This is an optimization exercise on Yosys and OpenROAD, whose aim is small area, not a production implementation.
In this exercise RTL edits were held to simulation tests only and were not proved equivalent to the original.
Power is estimated from default activity; no workload was simulated.

--- flow/design.v ---
module serial_cpu (
    input  wire       clk,
    input  wire       rst,
    input  wire       start,
    input  wire       clr,
    input  wire [2:0] op,
    input  wire [3:0] rd,
    input  wire [3:0] ra,
    input  wire [6:0] im,
    input  wire [4:0] cp,
    input  wire       digit_wr,
    output reg        sign_q,
    output reg  [3:0] cntd
);
    localparam [2:0] OP_LOAD = 3'd0, OP_ADD = 3'd1, OP_ADDI = 3'd2, OP_SUB = 3'd3,
                     OP_SUBI = 3'd4, OP_MUL = 3'd5, OP_CLEAR = 3'd6, OP_DPL = 3'd7;
    localparam [3:0] ES_WAIT = 4'd0, ES_LAST = 4'd6, ES_WB = 4'd7, ES_ABS = 4'd8,
                     ES_SUB = 4'd9, ES_REST = 4'd10, ES_DONE = 4'd11;
    reg  [3:0]   ph;          
    reg  [3:0]   tr;          
    reg  [255:0] rf;
    reg  [15:0]  sc;
    reg          dly, cy;
    reg  [3:0]   es;
    wire ph0  = (ph == 4'd0);
    wire ph15 = (ph == 4'd15);
    wire addsub = (op == OP_ADD) || (op == OP_SUB);
    wire [3:0] need = (es == ES_WB || op == OP_DPL) ? rd : (es == ES_LAST && addsub) ? im[6:3] : ra;
    wire run  = es[3] || (tr == need);
    wire port = rf[0];
    wire imbit = (ph[3:1] == 3'd0) ? im[ph[0]] :
                 (ph[3:1] == 3'd1) ? im[{2'b01, ph[0]}] :
                 (ph[3:1] == 3'd2) ? im[{2'b10, ph[0]}] : 1'b0;
    reg [15:0] kval;
    always @(*) begin
        if (cp[4:2] == 3'b111)
            case (cp[1:0])
                2'd0: kval = 16'd1000;
                2'd1: kval = 16'd100;
                2'd2: kval = 16'd10;
                default: kval = 16'd1;
            endcase
        else
            kval = 16'd10000;
    end
    wire kbit = kval[ph];
    reg mulbit;
    always @(*) begin
        case (es[2:0])
            3'd1: mulbit = im[5];
            3'd2: mulbit = im[4];
            3'd3: mulbit = im[3];
            3'd4: mulbit = im[2];
            3'd5: mulbit = im[1];
            default: mulbit = im[0];
        endcase
    end
    reg a_in, b_in, sub;
    always @(*) begin
        a_in = sc[0]; b_in = 1'b0; sub = 1'b0;
        if (!run) begin
            a_in = sc[0];
        end else if (es != ES_WAIT && es <= ES_LAST) begin
            if (op == OP_MUL) begin
                a_in = (es == 4'd1) ? 1'b0 : (dly & ~ph0);
                b_in = mulbit & port;
                sub  = im[6];
            end else if (es != ES_LAST) begin
                a_in = 1'b0;
                b_in = (op == OP_LOAD) ? 1'b0 : port;
            end else begin
                a_in = sc[0];
                case (op)
                    OP_LOAD, OP_ADDI: begin b_in = imbit; sub = im[6];  end
                    OP_SUBI:          begin b_in = imbit; sub = ~im[6]; end
                    OP_ADD:           begin b_in = port;  sub = 1'b0;   end
                    OP_SUB:           begin b_in = port;  sub = 1'b1;   end
                    default:          begin b_in = 1'b0;  sub = 1'b0;   end
                endcase
            end
        end else if (es == ES_ABS) begin
            a_in = 1'b0; b_in = sc[0]; sub = sign_q;
        end else if (es == ES_SUB) begin
            b_in = kbit; sub = 1'b1;
        end else if (es == ES_REST) begin
            b_in = kbit;
        end
    end
    wire bx   = b_in ^ sub;
    wire cin  = ph0 ? sub : cy;
    wire sum  = a_in ^ bx ^ cin;
    wire cout = (a_in & bx) | (a_in & cin) | (bx & cin);
    wire wr = run && (es == ES_WB);
    always @(posedge clk) begin
        rf  <= {clr ? 1'b0 : wr ? sc[0] : rf[0], rf[255:1]};
        {tr, ph} <= {tr, ph} + 8'd1;
        sc  <= {sum, sc[15:1]};
        dly <= sc[0];
        cy  <= cout;
        if (ph15) begin
            case (es)
                ES_WAIT, ES_ABS, ES_REST: es <= es + 4'd1;
                ES_SUB: if (cout) cntd <= cntd + 4'd1; else es <= ES_REST;
                ES_DONE: if (cntd == 4'd15) begin es <= ES_SUB; cntd <= 4'd0; end
                default: if (run) es <= es + 4'd1;
            endcase
            if (es == ES_LAST && run) sign_q <= sum;
        end
        if (digit_wr) cntd <= 4'd15;
        if (start) begin
            es <= ES_WAIT;
            cntd <= 4'd0;
        end
        if (rst) begin
            {tr, ph} <= 8'd0;
            es <= ES_DONE;
            cntd <= 4'd0;
        end
    end
endmodule
module lcd_chargen (
    input  wire [4:0] cp,
    input  wire [2:0] op,
    input  wire [3:0] rd,
    input  wire       sign_q,
    input  wire [3:0] cntd,
    input  wire       m_splash,
    input  wire       m_blank,
    output reg  [7:0] chr
);
    reg [6:0] t;    
    always @(*) begin
        case ({op, cp[2:0]})
            6'o00: t = "L"; 6'o01: t = "O"; 6'o02: t = "A"; 6'o03: t = "D";
            6'o10: t = "A"; 6'o11: t = "D"; 6'o12: t = "D";
            6'o20: t = "A"; 6'o21: t = "D"; 6'o22: t = "D"; 6'o23: t = "I";
            6'o30: t = "S"; 6'o31: t = "U"; 6'o32: t = "B";
            6'o40: t = "S"; 6'o41: t = "U"; 6'o42: t = "B"; 6'o43: t = "I";
            6'o50: t = "M"; 6'o51: t = "U"; 6'o52: t = "L";
            6'o60: t = "C"; 6'o61: t = "L"; 6'o62: t = "E"; 6'o63: t = "A"; 6'o64: t = "R";
            6'o70: t = "D"; 6'o71: t = "P"; 6'o72: t = "L";
            default: t = " ";
        endcase
        if (m_splash) t = (cp[2] ? " " : "-");
    end
    wire txt   = (cp[4:3] == 2'b00) && !(cp[2] && (cp[1] | cp[0]));    
    wire [3:0] low = cp[3:0];
    wire br_l  = !cp[4] && low == 4'd10;
    wire br_r  = !cp[4] && low == 4'd15;
    wire sgn   =  cp[4] && low == 4'd10;
    wire dig1  = !cp[4] && low >= 4'd11 && low <= 4'd14;
    wire dig2  =  cp[4] && low >= 4'd11;
    wire full  = !m_blank && !(op == 3'd6 && !m_splash);
    reg rdsel;
    always @(*) case (cp[1:0]) 2'd3: rdsel = rd[3]; 2'd0: rdsel = rd[2]; 2'd1: rdsel = rd[1]; default: rdsel = rd[0]; endcase
    wire rdbit = rdsel & !m_splash;    
    always @(*) begin
        chr = 8'h20;
        if (m_blank) chr = 8'h20;
        else if (txt) chr = {1'b0, t};
        else if (full) begin
            if (br_l) chr = 8'h5B;
            else if (br_r) chr = 8'h5D;
            else if (sgn) chr = (sign_q && !m_splash) ? 8'h2D : 8'h2B;
            else if (dig1) chr = {7'b0011000, rdbit};
            else if (dig2) chr = {4'b0011, m_splash ? 4'd0 : cntd};
        end
    end
endmodule
module lcd_seq (
    input  wire       clk,
    input  wire       rst,
    input  wire       power_rel,
    input  wire       send_rel,
    input  wire [7:0] chr,
    input  wire       op_clear,
    output wire       start,
    output wire       booting,
    output reg  [4:0] cp,           
    output reg        m_splash,
    output reg        m_blank,
    output wire       digit_wr,
    output reg  [7:0] lcd_data,
    output reg        lcd_rs,
    output wire       lcd_en
);
    localparam [3:0] ST_OFF1  = 4'd0,    
                     ST_ISET  = 4'd1,    
                     ST_IWAIT = 4'd2,    
                     ST_IPUL  = 4'd3,    
                     ST_OFF0  = 4'd4,    
                     ST_QWAIT = 4'd5,    
                     ST_PRE   = 4'd6,    
                     ST_IDLE  = 4'd7,
                     ST_CMDW  = 4'd8,    
                     ST_CMDE  = 4'd9,    
                     ST_CHW   = 4'd10,   
                     ST_CHE   = 4'd11;   
    reg [3:0]  st;
    reg [16:0] cnt;
    wire [17:0] cc;
    wire [16:0] cinc;
    assign cc[0] = 1'b1;
    genvar gi;
    generate for (gi = 0; gi < 17; gi = gi + 1) begin : g_inc
        assign cinc[gi]  = cnt[gi] ^ cc[gi];
        assign cc[gi+1]  = cnt[gi] & cc[gi];
    end endgenerate
    function hit;
        input [16:0] c;
        input [16:0] k;
        hit = &(c | ~k);
    endfunction
    assign booting = (st[3:2] == 2'b00);
    assign lcd_en  = (st == ST_IPUL) || (st == ST_CMDE) || (st == ST_CHE);
    assign start   = (st == ST_IDLE) && !power_rel && send_rel;
    wire cp16 = (cp == 5'd16);
    wire cp0  = (cp == 5'd0);
    wire cpw  = !(cp[4] & cp[3] & (cp[2] | (cp[1] & cp[0])));    
    wire t_iwait = hit(cnt, cpw ? 17'd124666 : (cp == 5'd30) ? 17'd90000 : 17'd2000);
    wire t_qwait = hit(cnt, 17'd997);
    wire t_ipul  = hit(cnt, 17'd50);
    wire t_pre   = hit(cnt, m_blank ? 17'd4 : m_splash ? 17'd7 : 17'd5);
    wire t_cmde  = hit(cnt, 17'd25);
    wire t_cmdw  = hit(cnt, cp[4] ? 17'd2525 : 17'd80025);
    wire t_che   = hit(cnt, 17'd2475);
    wire t_chw   = hit(cnt, cp16 ? 17'd2526 : cp0 ? 17'd2527 : 17'd2525);
    wire chwr = (st == ST_CMDW && t_cmdw) || (st == ST_CHW && t_chw && !cp16 && !cp0);
    assign digit_wr = chwr && !m_blank && !m_splash && !op_clear && (cp >= 5'd27);
    reg adv;
    always @(*) begin
        case (st)
            ST_OFF1:  adv = power_rel;
            ST_OFF0:  adv = 1'b1;
            ST_QWAIT: adv = t_qwait;
            ST_ISET:  adv = 1'b1;
            ST_IPUL:  adv = t_ipul;
            ST_IWAIT: adv = t_iwait;
            ST_PRE:   adv = t_pre;
            ST_CMDE:  adv = t_cmde;
            ST_CMDW:  adv = t_cmdw;
            ST_CHE:   adv = t_che;
            ST_CHW:   adv = t_chw;
            ST_IDLE:  adv = power_rel | send_rel;
            default:  adv = 1'b1;
        endcase
    end
    always @(posedge clk) begin
        cnt <= adv ? 17'd0 : cinc;
        if (adv) begin
            case (st)
                ST_OFF1: begin
                    st <= ST_IWAIT; m_splash <= 1'b1; m_blank <= 1'b0;
                end
                ST_OFF0: begin
                    if (power_rel) begin
                        st <= ST_QWAIT; m_splash <= 1'b1; m_blank <= 1'b0;
                    end else begin
                        st <= ST_OFF1; lcd_data <= 8'h00; lcd_rs <= 1'b0;
                    end
                end
                ST_QWAIT: st <= ST_PRE;
                ST_ISET:  st <= ST_IPUL;
                ST_IPUL:  st <= ST_IWAIT;
                ST_IWAIT: begin
                    cp <= cp + 5'd1;
                    if (!cpw) begin
                        st <= (cp == 5'd31) ? ST_PRE : ST_ISET;
                        case (cp[2:0])
                            3'd3: lcd_data <= 8'h38;
                            3'd4: lcd_data <= 8'h0C;
                            3'd5: lcd_data <= 8'h01;
                            3'd6: lcd_data <= 8'h06;
                            default: lcd_data <= 8'h00;
                        endcase
                    end
                end
                ST_PRE: begin
                    st <= ST_CMDE; lcd_data <= 8'h01; lcd_rs <= 1'b0;
                end
                ST_CMDE: st <= ST_CMDW;
                ST_CMDW: begin
                    st <= ST_CHE; lcd_data <= chr; lcd_rs <= 1'b1; cp <= cp + 5'd1;
                end
                ST_CHE: st <= ST_CHW;
                ST_CHW: begin
                    if (cp16) begin
                        st <= ST_CMDE; lcd_data <= 8'hC0; lcd_rs <= 1'b0;
                    end else if (cp0) begin
                        st <= m_blank ? ST_OFF0 : ST_IDLE;
                    end else begin
                        st <= ST_CHE; lcd_data <= chr; lcd_rs <= 1'b1; cp <= cp + 5'd1;
                    end
                end
                ST_IDLE: begin
                    st <= ST_PRE;
                    m_blank <= power_rel; m_splash <= 1'b0;
                end
                default: st <= ST_OFF1;
            endcase
        end
        if (st == ST_OFF1) begin
            cp <= 5'd21; lcd_data <= 8'h00; lcd_rs <= 1'b0;
        end
        if (rst) begin
            st <= ST_OFF1;
            m_splash <= 1'b0;
            m_blank <= 1'b0;
            lcd_data <= 8'h00; lcd_rs <= 1'b0;
        end
    end
endmodule
module DE2_115_Project_Top (
    input  wire        CLOCK_50,
    input  wire        RST,       
    input  wire [3:0]  KEY,       
    input  wire [17:0] SW,
    output wire [7:0]  LCD_DATA,
    output wire        LCD_RS,
    output wire        LCD_RW,
    output wire        LCD_EN,
    output wire        LCD_ON,
    output wire        LCD_BLON
);
    assign LCD_ON   = 1'b1;
    assign LCD_BLON = 1'b1;
    assign LCD_RW   = 1'b0;
    wire clk = CLOCK_50;
    reg kp_last, ks_last;
    always @(posedge clk) begin
        kp_last <= ~KEY[0];
        ks_last <= ~KEY[1];
    end
    wire power_rel = kp_last & KEY[0];
    wire send_rel  = ks_last & KEY[1];
    wire        start;           
    wire        booting;
    wire [4:0]  cp;
    wire        m_splash, m_blank;
    wire        digit_wr;
    wire [7:0]  chr;
    reg  [2:0]  op_l;
    reg  [3:0]  rd_l;
    reg  [3:0]  rs_l;         
    reg  [6:0]  im_l;         
    always @(posedge clk) begin
        if (start) begin
            op_l <= SW[17:15];
            rd_l <= SW[14:11];
            rs_l <= SW[10:7];
            im_l <= SW[6:0];
        end
        if (RST) op_l <= 3'd0;
    end
    wire        sign_q;
    wire [3:0]  cntd;
    lcd_seq u_seq (
        .clk(clk), .rst(RST), .power_rel(power_rel), .send_rel(send_rel),
        .chr(chr), .op_clear(op_l == 3'd6),
        .start(start), .booting(booting), .cp(cp), .m_splash(m_splash), .m_blank(m_blank),
        .digit_wr(digit_wr),
        .lcd_data(LCD_DATA), .lcd_rs(LCD_RS), .lcd_en(LCD_EN)
    );
    lcd_chargen u_cg (
        .cp(cp), .op(op_l), .rd(rd_l), .sign_q(sign_q), .cntd(cntd),
        .m_splash(m_splash), .m_blank(m_blank), .chr(chr)
    );
    serial_cpu u_cpu (
        .clk(clk), .rst(RST), .start(start), .clr(booting || op_l == 3'd6),
        .op(op_l), .rd(rd_l), .ra(rs_l), .im(im_l), .cp(cp), .digit_wr(digit_wr),
        .sign_q(sign_q), .cntd(cntd)
    );
endmodule
--- flow/flow/run.sh ---
#!/bin/bash
# Own layout flow: the standard flow, except that the combinational logic
# of the standard synthesis is re-mapped for area (registers untouched), the
# ports are buffered with the smallest buffer, and the clock tree settings
# come from config.mk. Each tool's output goes to its own log file here.
set -euo pipefail
R=orfs/results/${FLOW_PLATFORM}/DE2_115_Project_Top/base

# 1. the standard synthesis
bash standard.sh synth > 1_synth_standard.log 2>&1

# 2. re-map the combinational logic for area
cp $R/1_2_yosys.v 1_2_yosys_std.v
yosys -c flow/remap.tcl > 1_remap_yosys.log 2>&1
cp 1_2_yosys_remap.v $R/1_2_yosys.v
rm -f $R/1_synth.odb

# 3. the rest of the standard flow
bash standard.sh finish "BUFFER_PORTS_ARGS=-buffer_cell sky130_fd_sc_hd__buf_1" > 2_layout_standard.log 2>&1
--- flow/flow/abc_area.script ---
strash
dc2
resub -K 8
dch -f
map -a
topo
--- flow/flow/dont_use.txt ---
sky130_fd_sc_hd__probe_p_8 sky130_fd_sc_hd__probec_p_8 sky130_fd_sc_hd__lpflow_bleeder_1 sky130_fd_sc_hd__lpflow_clkbufkapwr_1 sky130_fd_sc_hd__lpflow_clkbufkapwr_16 sky130_fd_sc_hd__lpflow_clkbufkapwr_2 sky130_fd_sc_hd__lpflow_clkbufkapwr_4 sky130_fd_sc_hd__lpflow_clkbufkapwr_8 sky130_fd_sc_hd__lpflow_clkinvkapwr_1 sky130_fd_sc_hd__lpflow_clkinvkapwr_16 sky130_fd_sc_hd__lpflow_clkinvkapwr_2 sky130_fd_sc_hd__lpflow_clkinvkapwr_4 sky130_fd_sc_hd__lpflow_clkinvkapwr_8 sky130_fd_sc_hd__lpflow_decapkapwr_12 sky130_fd_sc_hd__lpflow_decapkapwr_3 sky130_fd_sc_hd__lpflow_decapkapwr_4 sky130_fd_sc_hd__lpflow_decapkapwr_6 sky130_fd_sc_hd__lpflow_decapkapwr_8 sky130_fd_sc_hd__lpflow_inputiso0n_1 sky130_fd_sc_hd__lpflow_inputiso0p_1 sky130_fd_sc_hd__lpflow_inputiso1n_1 sky130_fd_sc_hd__lpflow_inputiso1p_1 sky130_fd_sc_hd__lpflow_inputisolatch_1 sky130_fd_sc_hd__lpflow_isobufsrc_1 sky130_fd_sc_hd__lpflow_isobufsrc_16 sky130_fd_sc_hd__lpflow_isobufsrc_2 sky130_fd_sc_hd__lpflow_isobufsrc_4 sky130_fd_sc_hd__lpflow_isobufsrc_8 sky130_fd_sc_hd__lpflow_isobufsrckapwr_16 sky130_fd_sc_hd__lpflow_lsbuf_lh_hl_isowell_tap_1 sky130_fd_sc_hd__lpflow_lsbuf_lh_hl_isowell_tap_2 sky130_fd_sc_hd__lpflow_lsbuf_lh_hl_isowell_tap_4 sky130_fd_sc_hd__lpflow_lsbuf_lh_isowell_4 sky130_fd_sc_hd__lpflow_lsbuf_lh_isowell_tap_1 sky130_fd_sc_hd__lpflow_lsbuf_lh_isowell_tap_2 sky130_fd_sc_hd__lpflow_lsbuf_lh_isowell_tap_4 sky130_fd_sc_hd__fill_1 sky130_fd_sc_hd__fill_2 sky130_fd_sc_hd__fill_4 sky130_fd_sc_hd__fill_8 
--- flow/flow/remap.tcl ---
# Re-map the combinational logic of the standard synthesis netlist for area.
# The registers stay as they are: same cells, same instance names.
set lib $::env(FLOW_HOME)/platforms/$::env(FLOW_PLATFORM)/lib/sky130_fd_sc_hd__tt_025C_1v80.lib
set top $::env(FLOW_TOP)
set fd [open flow/dont_use.txt r]
set du {}
foreach c [split [string trim [read $fd]]] { if {$c ne ""} { lappend du -dont_use $c } }
close $fd

# cell functions from the library; the sequential cells used are black boxes
yosys read_liberty -ignore_miss_func -ignore_miss_dir $lib
set fd [open 1_2_yosys_std.v r]
set txt [read $fd]
close $fd
set seq [lsort -unique [regexp -all -inline {sky130_fd_sc_hd__(?:df|edf|sdf|sedf|dl)[a-z0-9_]*} $txt]]
yosys blackbox {*}$seq
yosys read_verilog 1_2_yosys_std.v
yosys hierarchy -top $top
yosys flatten
yosys rename -hide w:*.*
yosys opt_clean -purge
yosys opt
yosys setundef -zero
yosys abc -liberty $lib {*}$du -script flow/abc_area.script
yosys opt_clean -purge
yosys hilomap -singleton -hicell sky130_fd_sc_hd__conb_1 HI -locell sky130_fd_sc_hd__conb_1 LO
yosys opt_clean -purge
yosys stat -liberty $lib
yosys check
yosys write_verilog -noattr -nohex -nodec 1_2_yosys_remap.v
--- flow/standard.sh ---
#!/bin/bash
# synth_recipe.tcl (not shown) runs the flow's synth.tcl, then flattens the netlist and writes it again
# the make line also repeats each setting of config.mk as NAME=value (left out here)
make -C /OpenROAD-flow-scripts/flow DESIGN_CONFIG=/design/flow/config.mk WORK_HOME=/design/flow/orfs CLKGATE_MAP_FILE= SYNTH_SCRIPT=/design/flow/synth_recipe.tcl "${@:-finish}"
--- flow/config.mk ---
export PLATFORM = sky130hd
export DESIGN_NAME = DE2_115_Project_Top
export DESIGN_NICKNAME = DE2_115_Project_Top
export VERILOG_FILES = /design/flow/design.v
export SDC_FILE = /design/flow/constraint.sdc
export NUM_CORES = 4
export LEC_CHECK = 0
export CAP_MARGIN = 20
export CORE_MARGIN = 2
export CORE_UTILIZATION = 60
export CTS_BUF_LIST = sky130_fd_sc_hd__clkbuf_8
export CTS_CLUSTER_DIAMETER = 50
export CTS_CLUSTER_SIZE = 15
export SLEW_MARGIN = 20
--- flow/constraint.sdc ---
create_clock -name core_clock -period 20.0 [get_ports {CLOCK_50}]
set_input_delay 4.0000 -clock core_clock [delete_from_list [all_inputs] [get_ports {CLOCK_50}]]
set_output_delay 4.0000 -clock core_clock [all_outputs]
set_load 0.01 [all_outputs]
==> results of run 1 <==
## power breakdown
group	internal (mW)	leakage, nW	switching [mW]	total, mW
registers	0.703	2.82	0.00816	0.711
logic	0.0100	0.849	0.0265	0.0365
clock network	0.148	0.288	0.220	0.368
total	0.861	3.96	0.255	1.12
## flip-flops by register name (all words and copies together) (netlist names), 5 cells and up
name	cells
u_cpu.rf	256
u_cpu.sc	16
u_seq.lcd_data	8
u_seq.cp	5
im_l	7
u_seq.cnt	17
## through the flow
| step | power [mW] | hold WS (ns) | setup WS (ns) | area, um^2 |
|---|---|---|---|---|
| after global placement | 0.7608 | 0.3095 | 13.14 | 10250 |
| after CTS | 1.122 | 0.3251 | 13.63 | 10780 |
| after global routing | 1.151 | 0.3272 | 13.73 | 10790 |
| final | 1.116 | 0.3190 | 13.94 | 10790 |
| after floorplan | 0.7484 | 0.3096 | 14.09 | 9854 |
| after detailed placement | 0.7625 | 0.3121 | 13.02 | 10250 |
## area by class of cell
type                            instances  area [um^2]  area share (%)
Sequential cell                       348         7127           66.08
Clock buffer                           31        426.7           3.956
Multi-Input combinational cell        465         2308           21.40
Clock inverter                         14        105.1          0.9745
Timing Repair Buffer                   32        123.9           1.148
Tap cell                              216        270.3           2.506
Inverter                              113        424.2           3.933
## worst paths after layout
check / start / to / slack (ns) / cells after the start
worst max-delay path: KEY[0] / u_cpu.cntd[2] / 13.94 / 12
worst min-delay path: u_cpu.rf[22] / u_cpu.rf[21] / 0.32 / 0
worst max register to register: u_seq.cp[1] / u_seq.lcd_data[6] / 15.56 / 15
worst min register to register: u_cpu.rf[22] / u_cpu.rf[21] / 0.32 / 0
## metal layers
| layer | vias to the layer above | global-route usage, % |
|---|---|---|
| met5 | - | 0 |
| li1 | 3226 | - |
| met4 | 0 | 7.911 |
| met2 | 232 | 36.55 |
| met1 | 3133 | 34.98 |
| met3 | 51 | 4.306 |
==> impl_metrics.xml, run 1 <==
<?xml version="1.0" encoding="UTF-8"?>
<metrics>
  <group name="status">
    <metric name="result_of_the_run" unit="">timing/DRC/antenna clean</metric>
  </group>
  <group name="global_routing">
    <metric name="grt_pass1_vias" unit="">6445</metric>
    <metric name="grt_first_pass_wirelength" unit="mm">33.67</metric>
    <metric name="largest_net_degree_at_the_start_of_global_routing" unit="">22</metric>
    <metric name="grt_antenna_before_repair" unit="">0</metric>
    <metric name="global_route.overflow_total" unit="">0</metric>
    <metric name="grt_util_all_layers" unit="%">24.00</metric>
  </group>
  <group name="floorplan">
    <metric name="die_width" unit="um">132.1</metric>
    <metric name="die-area" unit="mm^2">0.01746</metric>
    <metric name="boundaryPins" unit="">37</metric>
    <metric name="rows" unit="">46</metric>
    <metric name="chipHeight" unit="um">132.1</metric>
    <metric name="floorplan.initialDensity" unit="%">61.79</metric>
    <metric name="design.core.area" unit="mm^2">0.01594</metric>
  </group>
  <group name="worst_setup_path">
    <metric name="worst_setup_path_start_kind" unit="">input port</metric>
    <metric name="crit_arrival" unit="ns">6.50</metric>
    <metric name="timing.critical_path.to_type" unit="">flip-flop</metric>
    <metric name="cp.buffers_inverters" unit="">3</metric>
    <metric name="worstPathCellList" unit="">buf_1 -&gt; nand2_1 -&gt; o21ai_0 -&gt; a21oi_1 -&gt; nand4_1 -&gt; nor2_2 -&gt; clkinv_1 -&gt; nand2_1 -&gt; clkinv_1 -&gt; o21ai_0 -&gt; or3_2 -&gt; o221ai_1</metric>
    <metric name="critPathKind" unit="">in2reg</metric>
    <metric name="worst-endpoint-required" unit="ns">20.45</metric>
    <metric name="slowest_delay" unit="ns">0.61</metric>
    <metric name="crit_slowest_cell" unit="">sky130_fd_sc_hd__nor2_2</metric>
    <metric name="crit_family" unit="">simple AND/OR/NAND/NOR gates</metric>
    <metric name="crit_path_max_fanout" unit="">18</metric>
  </group>
  <group name="detailed_routing">
    <metric name="total_iterations_of_the_first_detailed_routing_run" unit="">5</metric>
    <metric name="drcViolationCount" unit="">0</metric>
    <metric name="met2WireLength" unit="mm">9.104</metric>
    <metric name="routedWlPerCell" unit="um">17.04</metric>
    <metric name="drt-met1-wl" unit="mm">9.667</metric>
    <metric name="finalWirelength" unit="mm">20.77</metric>
    <metric name="num_vias" unit="">6642</metric>
    <metric name="first_iter_violations" unit="">476</metric>
    <metric name="postRouteAntennaNets" unit="">0</metric>
    <metric name="dr.max_layer_used" unit="">met4</metric>
    <metric name="viasPerCell" unit="">5.449</metric>
    <metric name="met3RoutedLength" unit="mm">1.444</metric>
  </group>
  <group name="clock_tree">
    <metric name="cts_made_buffers" unit="">30</metric>
    <metric name="clock_tree.htree_level_count" unit="">1</metric>
    <metric name="path_clk_slew" unit="ns">0.09</metric>
    <metric name="cts_resized" unit="">0</metric>
    <metric name="cts.root.buffer_cell" unit="">sky130_fd_sc_hd__clkbuf_8</metric>
    <metric name="cts_buffer_depth" unit="">3</metric>
    <metric name="clock-sinks" unit="">348</metric>
    <metric name="clock_network_latency_to_the_later_pin_of_the_worst_skew_pair" unit="ns">0.58</metric>
    <metric name="post_cts_buffers" unit="">0</metric>
    <metric name="tritoncts" unit="">built</metric>
    <metric name="post_cts_hold_buffer_count" unit="">0</metric>
  </group>
  <group name="sta">
    <metric name="setup_violations" unit="">0</metric>
    <metric name="max_slew.worst_pin.slew" unit="ns">0.8167</metric>
    <metric name="final_min_period_over_clock_period" unit="%">30.28</metric>
    <metric name="post-route-min-period" unit="ns">6.056</metric>
    <metric name="finalHoldViolations" unit="">0</metric>
    <metric name="drv_slew" unit="">0</metric>
    <metric name="grt_setup_unrepaired" unit="">false</metric>
    <metric name="setup-tns-final" unit="ns">0</metric>
    <metric name="worst_slew_margin_rel" unit="%">45.56</metric>
    <metric name="clock-skew-final" unit="ns">0.01518</metric>
    <metric name="maxClockFrequency" unit="MHz">165.1</metric>
  </group>
  <group name="placement">
    <metric name="dp.cells" unit="">1174</metric>
    <metric name="place_hpwl" unit="mm">14.73</metric>
    <metric name="port-buffer-count" unit="">31</metric>
    <metric name="finalWeightedCongestion" unit="">0.9232</metric>
  </group>
  <group name="cells_and_area">
    <metric name="final_net_count" unit="">1014</metric>
    <metric name="final_common_cell" unit="">sky130_fd_sc_hd__dfxtp_1</metric>
    <metric name="post_route_cells_drive_above_1_share" unit="%">4.686</metric>
    <metric name="fillCellCount" unit="">1209</metric>
    <metric name="finalNonFillerCells" unit="">1219</metric>
    <metric name="mostFrequentLayoutCells" unit="">332 x sky130_fd_sc_hd__dfxtp_1, 133 x sky130_fd_sc_hd__nor2_1, 113 x sky130_fd_sc_hd__clkinv_1</metric>
    <metric name="insertedDiodeCount" unit="">0</metric>
    <metric name="area_growth_syn_to_layout" unit="%">9.488</metric>
    <metric name="finalCoreUtilization" unit="%">67.65</metric>
  </group>
  <group name="synth">
    <metric name="synthesis.area_per_instance" unit="um^2">10.65</metric>
    <metric name="synthCells" unit="">925</metric>
    <metric name="ys_warn_count" unit="">4</metric>
    <metric name="mappedNetlistArea" unit="mm^2">0.009851</metric>
  </group>
  <group name="pwr">
    <metric name="total_power_per_unit_cell_area" unit="mW/mm^2">103.5</metric>
    <metric name="power.static_leakage" unit="nW">3.959</metric>
    <metric name="vdd.ir_drop.worst" unit="mV">0.08953</metric>
  </group>
  <group name="hold_path">
    <metric name="holdCritPathClass" unit="">reg2reg</metric>
  </group>
  <group name="flow_run">
    <metric name="maxCapViolations" unit="">0</metric>
  </group>
</metrics>
==> run 2: changes to the inputs <==
--- a/flow/config.mk
+++ b/flow/config.mk
@@ -10,5 +10,5 @@
 export CORE_UTILIZATION = 60
 export CTS_BUF_LIST = sky130_fd_sc_hd__clkbuf_8
-export CTS_CLUSTER_DIAMETER = 50
-export CTS_CLUSTER_SIZE = 15
+export CTS_CLUSTER_DIAMETER = 55
+export CTS_CLUSTER_SIZE = 18
 export SLEW_MARGIN = 20
==> run 2 against run 1 <==
Effect of this change: sequential power about the same; wire length rose by 0.65%; final cell count shrank 0.66%; critical path depth unchanged; clock skew grew 0.0026 ns; die area stayed put; first-iteration DRC count increased by 13%; clock-buffer cell count decreased by 6; critical endpoint unchanged.
==> impl_metrics.xml, run 2 <==
<?xml version="1.0" encoding="UTF-8"?>
<metrics>
  <group name="cells_and_area">
    <metric name="final_net_count" unit="">1009</metric>
    <metric name="largest_registers" unit="">u_cpu.rf x256, u_seq.cnt x17, u_cpu.sc x16</metric>
    <metric name="post_route_cells_drive_above_1_share" unit="%">4.121</metric>
    <metric name="final_common_cell" unit="">sky130_fd_sc_hd__dfxtp_1</metric>
    <metric name="multi_input_comb_area" unit="mm^2">0.002308</metric>
    <metric name="area_growth_syn_to_layout" unit="%">8.472</metric>
    <metric name="seq_area" unit="mm^2">0.007127</metric>
    <metric name="fillCellCount" unit="">1206</metric>
    <metric name="largest_register" unit="">u_cpu.rf</metric>
    <metric name="largest_register_ffs" unit="">256</metric>
    <metric name="insertedDiodeCount" unit="">0</metric>
    <metric name="mostFrequentLayoutCells" unit="">332 x sky130_fd_sc_hd__dfxtp_1, 133 x sky130_fd_sc_hd__nor2_1, 113 x sky130_fd_sc_hd__clkinv_1</metric>
  </group>
  <group name="worst_setup_path">
    <metric name="crit_path_max_fanout" unit="">18</metric>
    <metric name="crit_arrival" unit="ns">6.49</metric>
    <metric name="timing.rr.start" unit="">u_seq.cp[1]</metric>
    <metric name="timing.critical_path.to_type" unit="">flip-flop</metric>
    <metric name="critPathKind" unit="">in2reg</metric>
    <metric name="rrSetupSlack" unit="ns">15.53</metric>
    <metric name="cp_num_cells" unit="">12</metric>
    <metric name="worst_r2r_endpoint" unit="">u_seq.lcd_data[6]</metric>
    <metric name="crit_family" unit="">simple AND/OR/NAND/NOR gates</metric>
    <metric name="worst_setup_path_start_kind" unit="">input port</metric>
    <metric name="cp.buffers_inverters" unit="">3</metric>
    <metric name="r2r_cells" unit="">15</metric>
    <metric name="worstPathCellList" unit="">buf_1 -&gt; nand2_1 -&gt; o21ai_0 -&gt; a21oi_1 -&gt; nand4_1 -&gt; nor2_2 -&gt; clkinv_1 -&gt; nand2_1 -&gt; clkinv_1 -&gt; o21ai_0 -&gt; or3_2 -&gt; o221ai_1</metric>
    <metric name="crit_slowest_cell" unit="">sky130_fd_sc_hd__nor2_2</metric>
    <metric name="slowest_delay" unit="ns">0.60</metric>
    <metric name="worst-endpoint-required" unit="ns">20.44</metric>
  </group>
  <group name="clock_tree">
    <metric name="clock_network_latency_to_the_later_pin_of_the_worst_skew_pair" unit="ns">0.58</metric>
    <metric name="clock-sinks" unit="">348</metric>
    <metric name="cts.root.buffer_cell" unit="">sky130_fd_sc_hd__clkbuf_8</metric>
    <metric name="post_cts_hold_buffer_count" unit="">0</metric>
    <metric name="post_cts_buffers" unit="">0</metric>
    <metric name="path_clk_slew" unit="ns">0.11</metric>
    <metric name="tritoncts" unit="">built</metric>
    <metric name="cts_buffer_depth" unit="">3</metric>
    <metric name="clock_tree.htree_level_count" unit="">1</metric>
    <metric name="cts_resized" unit="">0</metric>
    <metric name="cts_made_buffers" unit="">25</metric>
  </group>
  <group name="sta">
    <metric name="grt_setup_unrepaired" unit="">false</metric>
    <metric name="final_min_period_over_clock_period" unit="%">30.21</metric>
    <metric name="setup_violations" unit="">0</metric>
    <metric name="fin_ws" unit="ns">13.96</metric>
    <metric name="max_slew.worst_pin.slew" unit="ns">0.8073</metric>
    <metric name="post-route-min-period" unit="ns">6.043</metric>
    <metric name="finalHoldViolations" unit="">0</metric>
    <metric name="maxClockFrequency" unit="MHz">165.5</metric>
    <metric name="drv_slew" unit="">0</metric>
    <metric name="worst_slew_margin_rel" unit="%">46.18</metric>
    <metric name="setup-tns-final" unit="ns">0</metric>
    <metric name="clock-skew-final" unit="ns">0.01775</metric>
  </group>
  <group name="hold_path">
    <metric name="hold_path.startpoint" unit="">u_cpu.rf[59]</metric>
    <metric name="hold-path-cell-count" unit="">0</metric>
    <metric name="holdCritPathClass" unit="">reg2reg</metric>
    <metric name="timing.hold.worst_endpoint" unit="">u_cpu.rf[58]</metric>
  </group>
  <group name="floorplan">
    <metric name="die_width" unit="um">132.1</metric>
    <metric name="rows" unit="">46</metric>
    <metric name="floorplan.initialDensity" unit="%">61.79</metric>
    <metric name="boundaryPins" unit="">37</metric>
    <metric name="die-area" unit="mm^2">0.01746</metric>
    <metric name="design.core.area" unit="mm^2">0.01594</metric>
    <metric name="chipHeight" unit="um">132.1</metric>
  </group>
  <group name="placement">
    <metric name="port-buffer-count" unit="">31</metric>
    <metric name="finalWeightedCongestion" unit="">0.9232</metric>
    <metric name="place_hpwl" unit="mm">14.73</metric>
    <metric name="placement.setup.worst_slack" unit="ns">13.02</metric>
  </group>
  <group name="detailed_routing">
    <metric name="first_iter_violations" unit="">538</metric>
    <metric name="postRouteAntennaNets" unit="">0</metric>
    <metric name="drt-met1-wl" unit="mm">9.661</metric>
    <metric name="finalWirelength" unit="mm">20.91</metric>
    <metric name="num_vias" unit="">6671</metric>
    <metric name="drcViolationCount" unit="">0</metric>
    <metric name="met2WireLength" unit="mm">9.356</metric>
    <metric name="total_iterations_of_the_first_detailed_routing_run" unit="">5</metric>
    <metric name="dr.max_layer_used" unit="">met4</metric>
    <metric name="met3RoutedLength" unit="mm">1.417</metric>
    <metric name="viasPerCell" unit="">5.509</metric>
    <metric name="routedWlPerCell" unit="um">17.27</metric>
  </group>
  <group name="synth">
    <metric name="synthesis.area_per_instance" unit="um^2">10.65</metric>
    <metric name="synthCells" unit="">925</metric>
    <metric name="ys_warn_count" unit="">4</metric>
    <metric name="mappedNetlistArea" unit="mm^2">0.009851</metric>
  </group>
  <group name="global_routing">
    <metric name="grt_first_pass_wirelength" unit="mm">33.85</metric>
    <metric name="grt_pass1_vias" unit="">6470</metric>
    <metric name="grt_antenna_before_repair" unit="">0</metric>
    <metric name="largest_net_degree_at_the_start_of_global_routing" unit="">22</metric>
    <metric name="grt_util_all_layers" unit="%">24.15</metric>
    <metric name="global_route.overflow_total" unit="">0</metric>
  </group>
  <group name="flow_run">
    <metric name="maxCapViolations" unit="">0</metric>
  </group>
  <group name="status">
    <metric name="result_of_the_run" unit="">timing/DRC/antenna clean</metric>
  </group>
  <group name="pwr">
    <metric name="total_power_per_unit_cell_area" unit="mW/mm^2">101.4</metric>
    <metric name="vdd.ir_drop.worst" unit="mV">0.1056</metric>
    <metric name="power.static_leakage" unit="nW">3.907</metric>
  </group>
</metrics>
==> run 2: changes by cell type in the layout (fill, tap and decap cells not counted), sizes merged <==
| cell | previous run | this run |
|---|---|---|
| clkinvlp | 2 | 1 |
| clkbuf | 31 | 25 |
| inv | 10 | 8 |
| clkinv | 115 | 116 |
==> run 2: per-stage QoR <==
| step | total power [mW] | utilization, % | std cells | hold WS (ns) | cell area (um^2) |
|---|---|---|---|---|---|
| 6_report | 1.084 | 67.02 | 1211 | 0.3237 | 10690 |
| 5_1_grt | 1.117 | 67.02 | 1211 | 0.3247 | 10690 |
| 4_1_cts | 1.090 | 67.01 | 1211 | 0.3243 | 10680 |
| 3_5_place_dp | 0.7625 | 64.30 | 1174 | 0.3121 | 10250 |
| 3_3_place_gp | 0.7608 | 64.30 | 1174 | 0.3095 | 10250 |
| 2_1_floorplan | 0.7484 | - | 926 | 0.3096 | 9854 |
==> run 2: worst max-delay path by stage <==
stage	from	slack [ns]	to
final	KEY[0]	13.96	u_cpu.cntd[2]
after global routing	KEY[0]	13.72	u_seq.lcd_data[2]
after CTS	KEY[0]	13.63	u_cpu.cntd[2]
after detailed placement	KEY[0]	13.02	u_cpu.cntd[2]
after global placement	KEY[0]	13.14	u_cpu.cntd[2]
after floorplan	KEY[0]	14.09	u_seq.lcd_data[4]
==> run 2: cell type report <==
class / count / share of cell area, %
Inverter: 113 / 3.970
Tap cell: 216 / 2.529
Clock inverter: 12 / 0.8197
Multi-Input combinational cell: 465 / 21.60
Clock buffer: 25 / 3.220
Timing Repair Buffer: 32 / 1.159
Sequential cell: 348 / 66.70
==> run 2: where the power goes <==
group,switching (mW),internal [mW],total [mW],leakage [nW]
clock,0.214,0.122,0.335,0.236
combinational,0.0265,0.0100,0.0365,0.849
sequential,0.00815,0.703,0.712,2.82
==> run 2: metal layers <==
metal / global-route usage, % / up-vias
met5: 0 / -
met4: 6.884 / 0
met1: 34.90 / 3167
met3: 4.460 / 43
li1: - / 3214
met2: 37.56 / 247
==> run 3: changes to the inputs <==
--- a/flow/config.mk
+++ b/flow/config.mk
@@ -8,7 +8,7 @@
 export CAP_MARGIN = 20
 export CORE_MARGIN = 2
-export CORE_UTILIZATION = 60
+export CORE_UTILIZATION = 70
 export CTS_BUF_LIST = sky130_fd_sc_hd__clkbuf_8
-export CTS_CLUSTER_DIAMETER = 55
+export CTS_CLUSTER_DIAMETER = 50
 export CTS_CLUSTER_SIZE = 18
 export SLEW_MARGIN = 20
==> run 3 against run 2 <==
Effect of this change: sequential share of layout area rose by 0.23 points; highest routed layer unchanged; sequential power barely moved; combinational power grew 4%; clock-buffer cell count is 1 lower; utilization rose by 10 points; still clean on timing, DRC and antenna; critical path type unchanged; wire length rose by 14%; total power grew 0.83%.
==> impl_metrics.xml, run 3 <==
<?xml version="1.0" encoding="UTF-8"?>
<metrics>
  <group name="status">
    <metric name="result_of_the_run" unit="">timing/DRC/antenna clean</metric>
  </group>
  <group name="global_routing">
    <metric name="grt_pass1_vias" unit="">6864</metric>
    <metric name="grt_util_all_layers" unit="%">32.81</metric>
    <metric name="grt_first_pass_wirelength" unit="mm">37.58</metric>
    <metric name="largest_net_degree_at_the_start_of_global_routing" unit="">22</metric>
    <metric name="grt_antenna_before_repair" unit="">0</metric>
    <metric name="global_route.overflow_total" unit="">0</metric>
  </group>
  <group name="pwr">
    <metric name="pwr-share-seq" unit="%">65.1</metric>
    <metric name="power.net_switching" unit="uW">250.6</metric>
    <metric name="internal_power" unit="uW">841.9</metric>
    <metric name="total_power_per_unit_cell_area" unit="mW/mm^2">102.6</metric>
    <metric name="vdd.ir_drop.worst" unit="mV">0.1113</metric>
    <metric name="power.total" unit="mW">1.093</metric>
    <metric name="pwr-share-comb" unit="%">3.5</metric>
    <metric name="clock_power_share" unit="%">31.4</metric>
    <metric name="netSwitchingFraction" unit="%">22.94</metric>
    <metric name="power.static_leakage" unit="nW">3.910</metric>
  </group>
  <group name="detailed_routing">
    <metric name="finalWirelength" unit="mm">23.89</metric>
    <metric name="first_iter_violations" unit="">1010</metric>
    <metric name="drcViolationCount" unit="">0</metric>
    <metric name="total_iterations_of_the_first_detailed_routing_run" unit="">8</metric>
    <metric name="viasPerCell" unit="">6.046</metric>
    <metric name="routedWlPerCell" unit="um">20.35</metric>
    <metric name="num_vias" unit="">7098</metric>
    <metric name="postRouteAntennaNets" unit="">0</metric>
  </group>
  <group name="worst_setup_path">
    <metric name="critPathKind" unit="">in2reg</metric>
    <metric name="timing.rr.start" unit="">u_seq.cp[1]</metric>
    <metric name="worstPathCellList" unit="">buf_1 -&gt; nand2_1 -&gt; o21ai_0 -&gt; a21oi_1 -&gt; nand4_1 -&gt; nor2_1 -&gt; clkinv_1 -&gt; nand2_1 -&gt; a21oi_1 -&gt; clkinv_1 -&gt; a21oi_1 -&gt; a21oi_1</metric>
    <metric name="rrSetupSlack" unit="ns">15.39</metric>
    <metric name="crit_slowest_cell" unit="">sky130_fd_sc_hd__a21oi_1</metric>
    <metric name="timing.critical_path.to_type" unit="">flip-flop</metric>
    <metric name="r2r_cells" unit="">15</metric>
    <metric name="crit_arrival" unit="ns">6.38</metric>
    <metric name="worst-endpoint-required" unit="ns">20.45</metric>
    <metric name="cp_num_cells" unit="">12</metric>
    <metric name="cp-startpoint" unit="">KEY[0]</metric>
    <metric name="worst_r2r_endpoint" unit="">u_seq.lcd_data[6]</metric>
    <metric name="slowest_delay" unit="ns">0.68</metric>
    <metric name="cp.buffers_inverters" unit="">3</metric>
    <metric name="crit_path_max_fanout" unit="">13</metric>
    <metric name="worst_setup_path_start_kind" unit="">input port</metric>
    <metric name="crit_path_end" unit="">u_seq.lcd_data[6]</metric>
    <metric name="cp_common_cell" unit="">sky130_fd_sc_hd__a21oi_1</metric>
    <metric name="crit_family" unit="">compound AO/OA/AOI/OAI gates</metric>
  </group>
  <group name="sta">
    <metric name="worst_slew_margin_rel" unit="%">42.69</metric>
    <metric name="maxClockFrequency" unit="MHz">168.7</metric>
    <metric name="max_slew.worst_pin.slew" unit="ns">0.8380</metric>
    <metric name="clock-skew-final" unit="ns">0.02304</metric>
    <metric name="grt_setup_unrepaired" unit="">false</metric>
    <metric name="setup-tns-final" unit="ns">0</metric>
    <metric name="setup_violations" unit="">0</metric>
    <metric name="post-route-min-period" unit="ns">5.928</metric>
    <metric name="timing.hold.ws" unit="ns">0.3232</metric>
    <metric name="final_min_period_over_clock_period" unit="%">29.64</metric>
    <metric name="drv_slew" unit="">0</metric>
    <metric name="finalHoldViolations" unit="">0</metric>
  </group>
  <group name="cells_and_area">
    <metric name="post_route_cells_drive_above_1_share" unit="%">3.722</metric>
    <metric name="area_growth_syn_to_layout" unit="%">8.091</metric>
    <metric name="largest_registers" unit="">u_cpu.rf x256, u_seq.cnt x17, u_cpu.sc x16</metric>
    <metric name="fillCellCount" unit="">774</metric>
    <metric name="final_net_count" unit="">1008</metric>
    <metric name="final_design_area_no_fill" unit="mm^2">0.01065</metric>
    <metric name="mostFrequentLayoutCells" unit="">332 x sky130_fd_sc_hd__dfxtp_1, 134 x sky130_fd_sc_hd__nor2_1, 113 x sky130_fd_sc_hd__clkinv_1</metric>
    <metric name="multi_input_comb_area" unit="mm^2">0.002311</metric>
    <metric name="seq_area" unit="mm^2">0.007127</metric>
    <metric name="final_common_cell" unit="">sky130_fd_sc_hd__dfxtp_1</metric>
    <metric name="insertedDiodeCount" unit="">0</metric>
    <metric name="largest_register_ffs" unit="">256</metric>
    <metric name="largest_register" unit="">u_cpu.rf</metric>
    <metric name="finalCoreUtilization" unit="%">77.01</metric>
  </group>
  <group name="floorplan">
    <metric name="die-area" unit="mm^2">0.01504</metric>
    <metric name="boundaryPins" unit="">37</metric>
    <metric name="rows" unit="">43</metric>
    <metric name="design.core.area" unit="mm^2">0.01383</metric>
    <metric name="floorplan.initialDensity" unit="%">71.24</metric>
    <metric name="chipHeight" unit="um">122.6</metric>
    <metric name="die_width" unit="um">122.6</metric>
  </group>
  <group name="placement">
    <metric name="port-buffer-count" unit="">31</metric>
    <metric name="finalWeightedCongestion" unit="">0.9859</metric>
    <metric name="placedInstanceArea" unit="mm^2">0.01021</metric>
    <metric name="place_hpwl" unit="mm">15.40</metric>
  </group>
  <group name="clock_tree">
    <metric name="clock_tree.htree_level_count" unit="">1</metric>
    <metric name="cts_buffer_depth" unit="">3</metric>
    <metric name="post_cts_buffers" unit="">0</metric>
    <metric name="cts_made_buffers" unit="">24</metric>
    <metric name="cts.root.buffer_cell" unit="">sky130_fd_sc_hd__clkbuf_8</metric>
    <metric name="clock-sinks" unit="">348</metric>
    <metric name="cts_resized" unit="">0</metric>
    <metric name="path_clk_slew" unit="ns">0.12</metric>
    <metric name="tritoncts" unit="">built</metric>
    <metric name="clock_network_latency_to_the_later_pin_of_the_worst_skew_pair" unit="ns">0.58</metric>
    <metric name="post_cts_hold_buffer_count" unit="">0</metric>
  </group>
  <group name="synth">
    <metric name="synthesis.area_per_instance" unit="um^2">10.65</metric>
    <metric name="synthCells" unit="">925</metric>
    <metric name="mappedNetlistArea" unit="mm^2">0.009851</metric>
    <metric name="ys_warn_count" unit="">4</metric>
  </group>
  <group name="hold_path">
    <metric name="holdCritPathClass" unit="">reg2reg</metric>
  </group>
  <group name="flow_run">
    <metric name="maxCapViolations" unit="">0</metric>
  </group>
</metrics>
-- run 3: worst reg2reg max path, delay by kind of cell, from the launching register on --
family / cells / cell delay (ns)
compound gates: 4 / 1.61
flops: 1 / 0.57
simple gates: 8 / 1.50
buf+inv: 3 / 0.81
-- run 3: metrics by stage --
step / worst slack (ns) / cells
floorplan: 14.09 / 926
global placement: 13.72 / 1138
detailed placement: 13.62 / 1138
CTS: 14.19 / 1174
global route: 13.78 / 1174
finish: 14.07 / 1174
-- run 3: final cells by class --
| cell class | instances | area share [%] |
|---|---|---|
| clock inverters | 12 | 0.9988 |
| multi-input cells | 465 | 21.70 |
| flip-flops and latches | 348 | 66.93 |
| inverters | 113 | 3.984 |
| well taps | 180 | 2.115 |
| repair buffers | 32 | 1.163 |
| clock buffers | 24 | 3.102 |
-- run 3: worst min-delay path by stage --
| stage | startpoint | endpoint | cells after the start |
|---|---|---|---|
| floorplan | u_cpu.rf[1] | u_cpu.rf[0] | 0 |
| global placement | u_cpu.sc[14] | u_cpu.sc[13] | 0 |
| detailed placement | u_cpu.rf[115] | u_cpu.rf[114] | 0 |
| CTS | u_cpu.rf[214] | u_cpu.rf[213] | 0 |
| global route | u_cpu.rf[214] | u_cpu.rf[213] | 0 |
| finish | u_cpu.rf[214] | u_cpu.rf[213] | 0 |
-- run 3: power groups by stage --
stage	registers, mW	clock network [mW]	logic, mW
after global placement	0.727	0	0.0345
after CTS	0.711	0.343	0.0367
after global routing	0.712	0.364	0.0418
after floorplan	0.725	0	0.0238
after detailed placement	0.727	0	0.0364
final	0.711	0.343	0.0380
-- run 3: metal layers --
metal	global-route usage [%]	vias up	share of wire, %
met5	0	-	0
met4	15.45	0	5.6
met3	7.249	136	9.8
met2	51.91	506	45
met1	43.25	3242	40
li1	-	3214	-
==> run 4: changes to the inputs <==
--- a/flow/config.mk
+++ b/flow/config.mk
@@ -8,7 +8,7 @@
 export CAP_MARGIN = 20
 export CORE_MARGIN = 2
-export CORE_UTILIZATION = 70
-export CTS_BUF_LIST = sky130_fd_sc_hd__clkbuf_8
-export CTS_CLUSTER_DIAMETER = 50
-export CTS_CLUSTER_SIZE = 18
+export CORE_UTILIZATION = 60
+export CTS_BUF_LIST = sky130_fd_sc_hd__clkbuf_16
+export CTS_CLUSTER_DIAMETER = 60
+export CTS_CLUSTER_SIZE = 24
 export SLEW_MARGIN = 20
==> run 4 against run 3 <==
Effect of this change: non-clock buffer count unchanged; critical path type unchanged; sequential share of layout area decreased by 1.4 points; die area increased by 16%; final cell count increased by 2.6%; still clean on timing, DRC and antenna; register-to-register slack improved by 0.10 ns; clock-buffer cell count decreased by 4; total power increased by 7.6%; via count decreased by 5.3%.
==> impl_metrics.xml, run 4 <==
<?xml version="1.0" encoding="UTF-8"?>
<metrics>
  <group name="detailed_routing">
    <metric name="viasPerCell" unit="">5.578</metric>
    <metric name="drcViolationCount" unit="">0</metric>
    <metric name="routedWlPerCell" unit="um">18.63</metric>
    <metric name="total_iterations_of_the_first_detailed_routing_run" unit="">5</metric>
    <metric name="num_vias" unit="">6721</metric>
    <metric name="finalWirelength" unit="mm">22.45</metric>
    <metric name="postRouteAntennaNets" unit="">0</metric>
    <metric name="first_iter_violations" unit="">555</metric>
  </group>
  <group name="clock_tree">
    <metric name="clock-sinks" unit="">348</metric>
    <metric name="post_cts_buffers" unit="">0</metric>
    <metric name="clock_network_latency_to_the_later_pin_of_the_worst_skew_pair" unit="ns">0.54</metric>
    <metric name="path_clk_slew" unit="ns">0.09</metric>
    <metric name="cts_buffer_depth" unit="">3</metric>
    <metric name="tritoncts" unit="">built</metric>
    <metric name="cts_resized" unit="">0</metric>
    <metric name="post_cts_hold_buffer_count" unit="">0</metric>
    <metric name="cts_made_buffers" unit="">20</metric>
    <metric name="cts.root.buffer_cell" unit="">sky130_fd_sc_hd__clkbuf_16</metric>
    <metric name="clock_tree.htree_level_count" unit="">1</metric>
  </group>
  <group name="cells_and_area">
    <metric name="largest_register" unit="">u_cpu.rf</metric>
    <metric name="fillCellCount" unit="">1158</metric>
    <metric name="mostFrequentLayoutCells" unit="">332 x sky130_fd_sc_hd__dfxtp_1, 133 x sky130_fd_sc_hd__nor2_1, 113 x sky130_fd_sc_hd__clkinv_1</metric>
    <metric name="largest_registers" unit="">u_cpu.rf x256, u_seq.cnt x17, u_cpu.sc x16</metric>
    <metric name="post_route_cells_drive_above_1_share" unit="%">3.438</metric>
    <metric name="insertedDiodeCount" unit="">0</metric>
    <metric name="area_growth_syn_to_layout" unit="%">10.40</metric>
    <metric name="largest_register_ffs" unit="">256</metric>
    <metric name="final_common_cell" unit="">sky130_fd_sc_hd__dfxtp_1</metric>
    <metric name="seq_area" unit="mm^2">0.007127</metric>
    <metric name="multi_input_comb_area" unit="mm^2">0.002308</metric>
    <metric name="final_net_count" unit="">1004</metric>
  </group>
  <group name="pwr">
    <metric name="clock_power_share" unit="%">36.4</metric>
    <metric name="pwr-share-seq" unit="%">60.5</metric>
    <metric name="vdd.ir_drop.worst" unit="mV">0.08984</metric>
    <metric name="total_power_per_unit_cell_area" unit="mW/mm^2">108.0</metric>
    <metric name="power.static_leakage" unit="nW">3.990</metric>
    <metric name="power.total" unit="mW">1.175</metric>
    <metric name="power.net_switching" unit="uW">269.3</metric>
    <metric name="internal_power" unit="uW">905.7</metric>
    <metric name="netSwitchingFraction" unit="%">22.92</metric>
    <metric name="pwr-share-comb" unit="%">3.1</metric>
  </group>
  <group name="floorplan">
    <metric name="die_width" unit="um">132.1</metric>
    <metric name="rows" unit="">46</metric>
    <metric name="design.core.area" unit="mm^2">0.01594</metric>
    <metric name="die-area" unit="mm^2">0.01746</metric>
    <metric name="chipHeight" unit="um">132.1</metric>
    <metric name="boundaryPins" unit="">37</metric>
    <metric name="floorplan.initialDensity" unit="%">61.79</metric>
  </group>
  <group name="hold_path">
    <metric name="hold-path-cell-count" unit="">0</metric>
    <metric name="holdCritPathClass" unit="">reg2reg</metric>
    <metric name="timing.hold.worst_endpoint" unit="">u_cpu.rf[122]</metric>
    <metric name="hold_path.startpoint" unit="">u_cpu.rf[123]</metric>
  </group>
  <group name="worst_setup_path">
    <metric name="worstPathCellList" unit="">buf_1 -&gt; nand2_1 -&gt; o21ai_0 -&gt; a21oi_1 -&gt; nand4_1 -&gt; nor2_2 -&gt; clkinv_1 -&gt; nand2_1 -&gt; clkinv_1 -&gt; o21ai_0 -&gt; or3_2 -&gt; o221ai_1</metric>
    <metric name="rrSetupSlack" unit="ns">15.49</metric>
    <metric name="slowest_delay" unit="ns">0.62</metric>
    <metric name="timing.rr.start" unit="">u_seq.cp[1]</metric>
    <metric name="worst-endpoint-required" unit="ns">20.40</metric>
    <metric name="crit_arrival" unit="ns">6.54</metric>
    <metric name="worst_r2r_endpoint" unit="">u_cpu.cntd[2]</metric>
    <metric name="crit_path_max_fanout" unit="">18</metric>
    <metric name="timing.critical_path.to_type" unit="">flip-flop</metric>
    <metric name="worst_setup_path_start_kind" unit="">input port</metric>
    <metric name="r2r_cells" unit="">16</metric>
    <metric name="crit_slowest_cell" unit="">sky130_fd_sc_hd__nor2_2</metric>
    <metric name="critPathKind" unit="">in2reg</metric>
  </group>
  <group name="sta">
    <metric name="setup-tns-final" unit="ns">0</metric>
    <metric name="finalHoldViolations" unit="">0</metric>
    <metric name="grt_setup_unrepaired" unit="">false</metric>
    <metric name="post-route-min-period" unit="ns">6.144</metric>
    <metric name="maxClockFrequency" unit="MHz">162.8</metric>
    <metric name="drv_slew" unit="">0</metric>
    <metric name="max_slew.worst_pin.slew" unit="ns">0.8056</metric>
    <metric name="worst_slew_margin_rel" unit="%">46.29</metric>
    <metric name="clock-skew-final" unit="ns">0.02473</metric>
    <metric name="setup_violations" unit="">0</metric>
    <metric name="final_min_period_over_clock_period" unit="%">30.72</metric>
  </group>
  <group name="global_routing">
    <metric name="grt_antenna_before_repair" unit="">0</metric>
    <metric name="grt_first_pass_wirelength" unit="mm">36.08</metric>
    <metric name="largest_net_degree_at_the_start_of_global_routing" unit="">26</metric>
    <metric name="grt_util_all_layers" unit="%">26.17</metric>
    <metric name="grt_pass1_vias" unit="">6529</metric>
    <metric name="global_route.overflow_total" unit="">0</metric>
  </group>
  <group name="synth">
    <metric name="mappedNetlistArea" unit="mm^2">0.009851</metric>
    <metric name="synthesis.area_per_instance" unit="um^2">10.65</metric>
    <metric name="ys_warn_count" unit="">4</metric>
    <metric name="synthCells" unit="">925</metric>
  </group>
  <group name="placement">
    <metric name="place_hpwl" unit="mm">14.73</metric>
    <metric name="port-buffer-count" unit="">31</metric>
    <metric name="finalWeightedCongestion" unit="">0.9232</metric>
  </group>
  <group name="status">
    <metric name="result_of_the_run" unit="">timing/DRC/antenna clean</metric>
  </group>
  <group name="flow_run">
    <metric name="maxCapViolations" unit="">0</metric>
  </group>
</metrics>
## run 4: changes by cell type in the layout (fill, tap and decap cells not counted), sizes merged
cell	before	now
bufinv	1	0
clkbuf	24	20
clkinv	117	115
clkinvlp	1	0
inv	6	9
## run 4: cell type report
cell class              count  share of cell area, %
clock buffers              20                  4.602
clock inverters            11                  1.116
inverters                 113                  3.900
multi-input cells         465                  21.23
flip-flops and latches    348                  65.53
well taps                 216                  2.485
repair buffers             32                  1.139
## run 4: through the flow
| stage | instance area [um^2] | setup slack, ns | utilization, % | cells | hold WS [ns] |
|---|---|---|---|---|---|
| 2_1_floorplan | 9854 | 14.09 | - | 926 | 0.3096 |
| 3_3_place_gp | 10250 | 13.14 | 64.30 | 1174 | 0.3095 |
| 3_5_place_dp | 10250 | 13.02 | 64.30 | 1174 | 0.3121 |
| 4_1_cts | 10870 | 13.50 | 68.20 | 1205 | 0.3201 |
| 5_1_grt | 10880 | 13.65 | 68.22 | 1205 | 0.3201 |
| 6_report | 10880 | 13.86 | 68.22 | 1205 | 0.3190 |
## run 4: worst max-delay path: cells and delay by family
kind,cells,cell delay (ns)
compound gates,4,0.51
buf+inv,3,0.67
simple gates,5,1.36
## run 4: worst max-delay path by stage
stage	start	endpoint	slack (ns)	cells past startpoint
2_1_floorplan	KEY[0]	u_seq.lcd_data[4]	14.09	9
3_3_place_gp	KEY[0]	u_cpu.cntd[2]	13.14	12
3_5_place_dp	KEY[0]	u_cpu.cntd[2]	13.02	12
4_1_cts	KEY[0]	u_cpu.cntd[2]	13.50	12
5_1_grt	KEY[0]	u_seq.lcd_data[2]	13.65	11
6_report	KEY[0]	u_cpu.cntd[2]	13.86	12
## run 4: per-layer routing
metal / up-vias / share of wire [%] / GRT usage [%]
li1: 3195 / - / -
met1: 3214 / 44 / 37.09
met2: 273 / 47 / 42.30
met3: 39 / 6.8 / 4.037
met4: 0 / 2.3 / 7.065
met5: - / 0 / 0
## run 4: power groups by stage
| stage | sequential, mW | combinational, mW | clock [mW] |
|---|---|---|---|
| floorplan | 0.725 | 0.0238 | 0 |
| global placement | 0.727 | 0.0339 | 0 |
| detailed placement | 0.727 | 0.0353 | 0 |
| CTS | 0.711 | 0.0357 | 0.433 |
| global route | 0.712 | 0.0405 | 0.456 |
| finish | 0.711 | 0.0365 | 0.427 |
==> run 5: changes to the inputs <==
--- a/flow/design.v
+++ b/flow/design.v
@@ -303,10 +303,5 @@
             cp <= 5'd21; lcd_data <= 8'h00; lcd_rs <= 1'b0;
         end
-        if (rst) begin
-            st <= ST_OFF1;
-            m_splash <= 1'b0;
-            m_blank <= 1'b0;
-            lcd_data <= 8'h00; lcd_rs <= 1'b0;
-        end
+        if (rst) st <= ST_OFF1;
     end
 endmodule
--- a/flow/config.mk
+++ b/flow/config.mk
@@ -9,6 +9,6 @@
 export CORE_MARGIN = 2
 export CORE_UTILIZATION = 60
-export CTS_BUF_LIST = sky130_fd_sc_hd__clkbuf_16
-export CTS_CLUSTER_DIAMETER = 60
-export CTS_CLUSTER_SIZE = 24
+export CTS_BUF_LIST = sky130_fd_sc_hd__clkbuf_8
+export CTS_CLUSTER_DIAMETER = 50
+export CTS_CLUSTER_SIZE = 17
 export SLEW_MARGIN = 20
==> run 5 against run 4 <==
Effect of this change: final cell count decreased by 1.1%; clock-buffer cell count increased by 7; clock power decreased by 17%; sequential power increased by 3.1%; critical path type unchanged; highest routed layer unchanged.
==> impl_metrics.xml, run 5 <==
<?xml version="1.0" encoding="UTF-8"?>
<metrics>
  <group name="cells_and_area">
    <metric name="largest_registers" unit="">u_cpu.rf x256, u_seq.cnt x17, u_cpu.sc x16</metric>
    <metric name="multi_input_comb_area" unit="mm^2">0.002236</metric>
    <metric name="final_common_cell" unit="">sky130_fd_sc_hd__dfxtp_1</metric>
    <metric name="area_growth_syn_to_layout" unit="%">8.898</metric>
    <metric name="insertedDiodeCount" unit="">0</metric>
    <metric name="final_net_count" unit="">989</metric>
    <metric name="post_route_cells_drive_above_1_share" unit="%">3.689</metric>
    <metric name="final_design_area_no_fill" unit="mm^2">0.01064</metric>
    <metric name="mostFrequentLayoutCells" unit="">330 x sky130_fd_sc_hd__dfxtp_1, 124 x sky130_fd_sc_hd__nor2_1, 105 x sky130_fd_sc_hd__clkinv_1</metric>
    <metric name="largest_register_ffs" unit="">256</metric>
    <metric name="fillCellCount" unit="">1151</metric>
    <metric name="seq_area" unit="mm^2">0.007147</metric>
    <metric name="largest_register" unit="">u_cpu.rf</metric>
  </group>
  <group name="global_routing">
    <metric name="grt_util_all_layers" unit="%">24.39</metric>
    <metric name="grt_antenna_before_repair" unit="">0</metric>
    <metric name="global_route.overflow_total" unit="">0</metric>
    <metric name="grt_first_pass_wirelength" unit="mm">33.90</metric>
    <metric name="largest_net_degree_at_the_start_of_global_routing" unit="">19</metric>
    <metric name="grt_pass1_vias" unit="">6428</metric>
  </group>
  <group name="pwr">
    <metric name="power.net_switching" unit="uW">335.4</metric>
    <metric name="pwr-share-seq" unit="%">60.3</metric>
    <metric name="power.total" unit="mW">1.214</metric>
    <metric name="pwr-share-comb" unit="%">10.5</metric>
    <metric name="power.static_leakage" unit="nW">3.893</metric>
    <metric name="internal_power" unit="uW">879.1</metric>
    <metric name="netSwitchingFraction" unit="%">27.61</metric>
    <metric name="total_power_per_unit_cell_area" unit="mW/mm^2">114.1</metric>
    <metric name="vdd.ir_drop.worst" unit="mV">0.09686</metric>
    <metric name="clock_power_share" unit="%">29.1</metric>
  </group>
  <group name="worst_setup_path">
    <metric name="crit_arrival" unit="ns">6.66</metric>
    <metric name="timing.critical_path.to_type" unit="">flip-flop</metric>
    <metric name="crit_path_max_fanout" unit="">17</metric>
    <metric name="worstPathCellList" unit="">buf_1 -&gt; nand2_1 -&gt; nor2_1 -&gt; clkinv_1 -&gt; a21oi_1 -&gt; o21ai_0 -&gt; nand4_1 -&gt; nand2_1 -&gt; nor3_1 -&gt; clkinv_1 -&gt; a31oi_1 -&gt; a21oi_1</metric>
    <metric name="slowest_delay" unit="ns">0.63</metric>
    <metric name="worst_setup_path_start_kind" unit="">input port</metric>
    <metric name="crit_slowest_cell" unit="">sky130_fd_sc_hd__nand4_1</metric>
    <metric name="critPathKind" unit="">in2reg</metric>
    <metric name="worst-endpoint-required" unit="ns">20.46</metric>
  </group>
  <group name="synth">
    <metric name="synthesis.area_per_instance" unit="um^2">10.81</metric>
    <metric name="synthCells" unit="">904</metric>
    <metric name="mappedNetlistArea" unit="mm^2">0.009773</metric>
    <metric name="ys_warn_count" unit="">4</metric>
  </group>
  <group name="floorplan">
    <metric name="die-area" unit="mm^2">0.01733</metric>
    <metric name="boundaryPins" unit="">37</metric>
    <metric name="design.core.area" unit="mm^2">0.01589</metric>
    <metric name="die_width" unit="um">131.6</metric>
    <metric name="chipHeight" unit="um">131.6</metric>
    <metric name="rows" unit="">46</metric>
    <metric name="floorplan.initialDensity" unit="%">61.52</metric>
  </group>
  <group name="sta">
    <metric name="setup-tns-final" unit="ns">0</metric>
    <metric name="post-route-min-period" unit="ns">6.207</metric>
    <metric name="maxClockFrequency" unit="MHz">161.1</metric>
    <metric name="grt_setup_unrepaired" unit="">false</metric>
    <metric name="setup_violations" unit="">0</metric>
    <metric name="worst_slew_margin_rel" unit="%">32.53</metric>
    <metric name="drv_slew" unit="">0</metric>
    <metric name="max_slew.worst_pin.slew" unit="ns">0.9865</metric>
    <metric name="finalHoldViolations" unit="">0</metric>
    <metric name="clock-skew-final" unit="ns">0.03086</metric>
    <metric name="final_min_period_over_clock_period" unit="%">31.04</metric>
  </group>
  <group name="placement">
    <metric name="finalWeightedCongestion" unit="">0.9804</metric>
    <metric name="place_hpwl" unit="mm">14.16</metric>
    <metric name="port-buffer-count" unit="">31</metric>
    <metric name="placedInstanceArea" unit="mm^2">0.01016</metric>
  </group>
  <group name="detailed_routing">
    <metric name="total_iterations_of_the_first_detailed_routing_run" unit="">6</metric>
    <metric name="finalWirelength" unit="mm">21.08</metric>
    <metric name="drcViolationCount" unit="">0</metric>
    <metric name="first_iter_violations" unit="">595</metric>
    <metric name="num_vias" unit="">6537</metric>
    <metric name="postRouteAntennaNets" unit="">0</metric>
    <metric name="viasPerCell" unit="">5.484</metric>
    <metric name="routedWlPerCell" unit="um">17.68</metric>
  </group>
  <group name="clock_tree">
    <metric name="post_cts_hold_buffer_count" unit="">0</metric>
    <metric name="cts.root.buffer_cell" unit="">sky130_fd_sc_hd__clkbuf_8</metric>
    <metric name="path_clk_slew" unit="ns">0.10</metric>
    <metric name="cts_made_buffers" unit="">27</metric>
    <metric name="clock_network_latency_to_the_later_pin_of_the_worst_skew_pair" unit="ns">0.58</metric>
    <metric name="cts_resized" unit="">0</metric>
    <metric name="clock_tree.htree_level_count" unit="">1</metric>
    <metric name="post_cts_buffers" unit="">0</metric>
    <metric name="clock-sinks" unit="">348</metric>
    <metric name="cts_buffer_depth" unit="">3</metric>
    <metric name="tritoncts" unit="">built</metric>
  </group>
  <group name="status">
    <metric name="result_of_the_run" unit="">timing/DRC/antenna clean</metric>
  </group>
  <group name="flow_run">
    <metric name="maxCapViolations" unit="">0</metric>
  </group>
  <group name="hold_path">
    <metric name="holdCritPathClass" unit="">reg2reg</metric>
  </group>
</metrics>
## run 5: per-layer routing
metal  part of all wire [%]  GRT usage (%)
met1                     44          34.04
met2                     46          38.45
met3                    7.1          4.745
met4                    2.6          8.092
met5                      0              0
## run 5: path summary, 6_finish.rpt
| check | slack (ns) | cells past startpoint | end | startpoint |
|---|---|---|---|---|
| worst max register to register | 14.88 | 22 | u_cpu.es[2] | u_cpu.es[1] |
| worst max-delay path | 13.79 | 12 | u_seq.lcd_data[6] | KEY[0] |
| worst min-delay path | 0.33 | 0 | u_cpu.rf[142] | u_cpu.rf[143] |
| worst min register to register | 0.33 | 0 | u_cpu.rf[142] | u_cpu.rf[143] |
## run 5: power groups by stage
stage               Sequential [mW]  Combinational (mW)  Clock (mW)
finish                        0.733               0.128       0.353
CTS                           0.732               0.125       0.360
detailed placement            0.749               0.124           0
floorplan                     0.743              0.0875           0
global placement              0.749               0.121           0
global route                  0.735               0.141       0.385
## run 5: through the flow
stage	util, %	std cells	hold WS (ns)	worst slack [ns]
2_1_floorplan	-	905	0.3096	14.11
3_3_place_gp	63.98	1152	0.3100	13.31
3_5_place_dp	63.98	1152	0.3121	13.27
4_1_cts	67.00	1192	0.3266	13.87
5_1_grt	67.00	1192	0.3268	13.41
6_report	67.00	1192	0.3254	13.79
## run 5: final cells by class
class | count | share of cell area, %
Clock buffer | 27 | 3.492
Sequential cell | 348 | 67.15
Clock inverter | 13 | 1.011
Tap cell | 216 | 2.539
Timing Repair Buffer | 31 | 1.093
Multi-Input combinational cell | 452 | 21.01
Inverter | 105 | 3.703
## run 5: critical path, delay by kind of cell
kind            cells  cell delay (ns)
simple gates        5             1.57
compound gates      4             0.58
buf+inv             3             0.50

-- what the ideal ports hide --
No port has a modelled driver above. Below, the same layouts with a new extraction and two added sets of constraints. Step 1 assumes that a clkbuf_16 drives the clock port and a buf_2 every other input. Step 2 times the ports against the registers' clock, not the clock port: input delays grow and output delays shrink by t, the midpoint of the rising clock arrivals with the driver on. Slacks: ideal ports / drivers / drivers and shift; pairs: ideal ports / drivers.
run	t (ns)	setup WS [ns]	pins driven straight from the clock port
run 1	0.613	13.944 / 13.962 / 13.350	1
run 2	0.609	13.957 / 13.974 / 13.366	1
run 3	0.603	14.072 / 14.088 / 13.485	1
run 4	0.575	13.856 / 13.879 / 13.303	1
run 5	0.605	13.793 / 13.811 / 13.205	1
After both steps setup and hold are still met in every run listed. For run 1, which loses most, drivers alone change the setup slack by +0.018 ns; drivers and shift together by -0.594 ns.
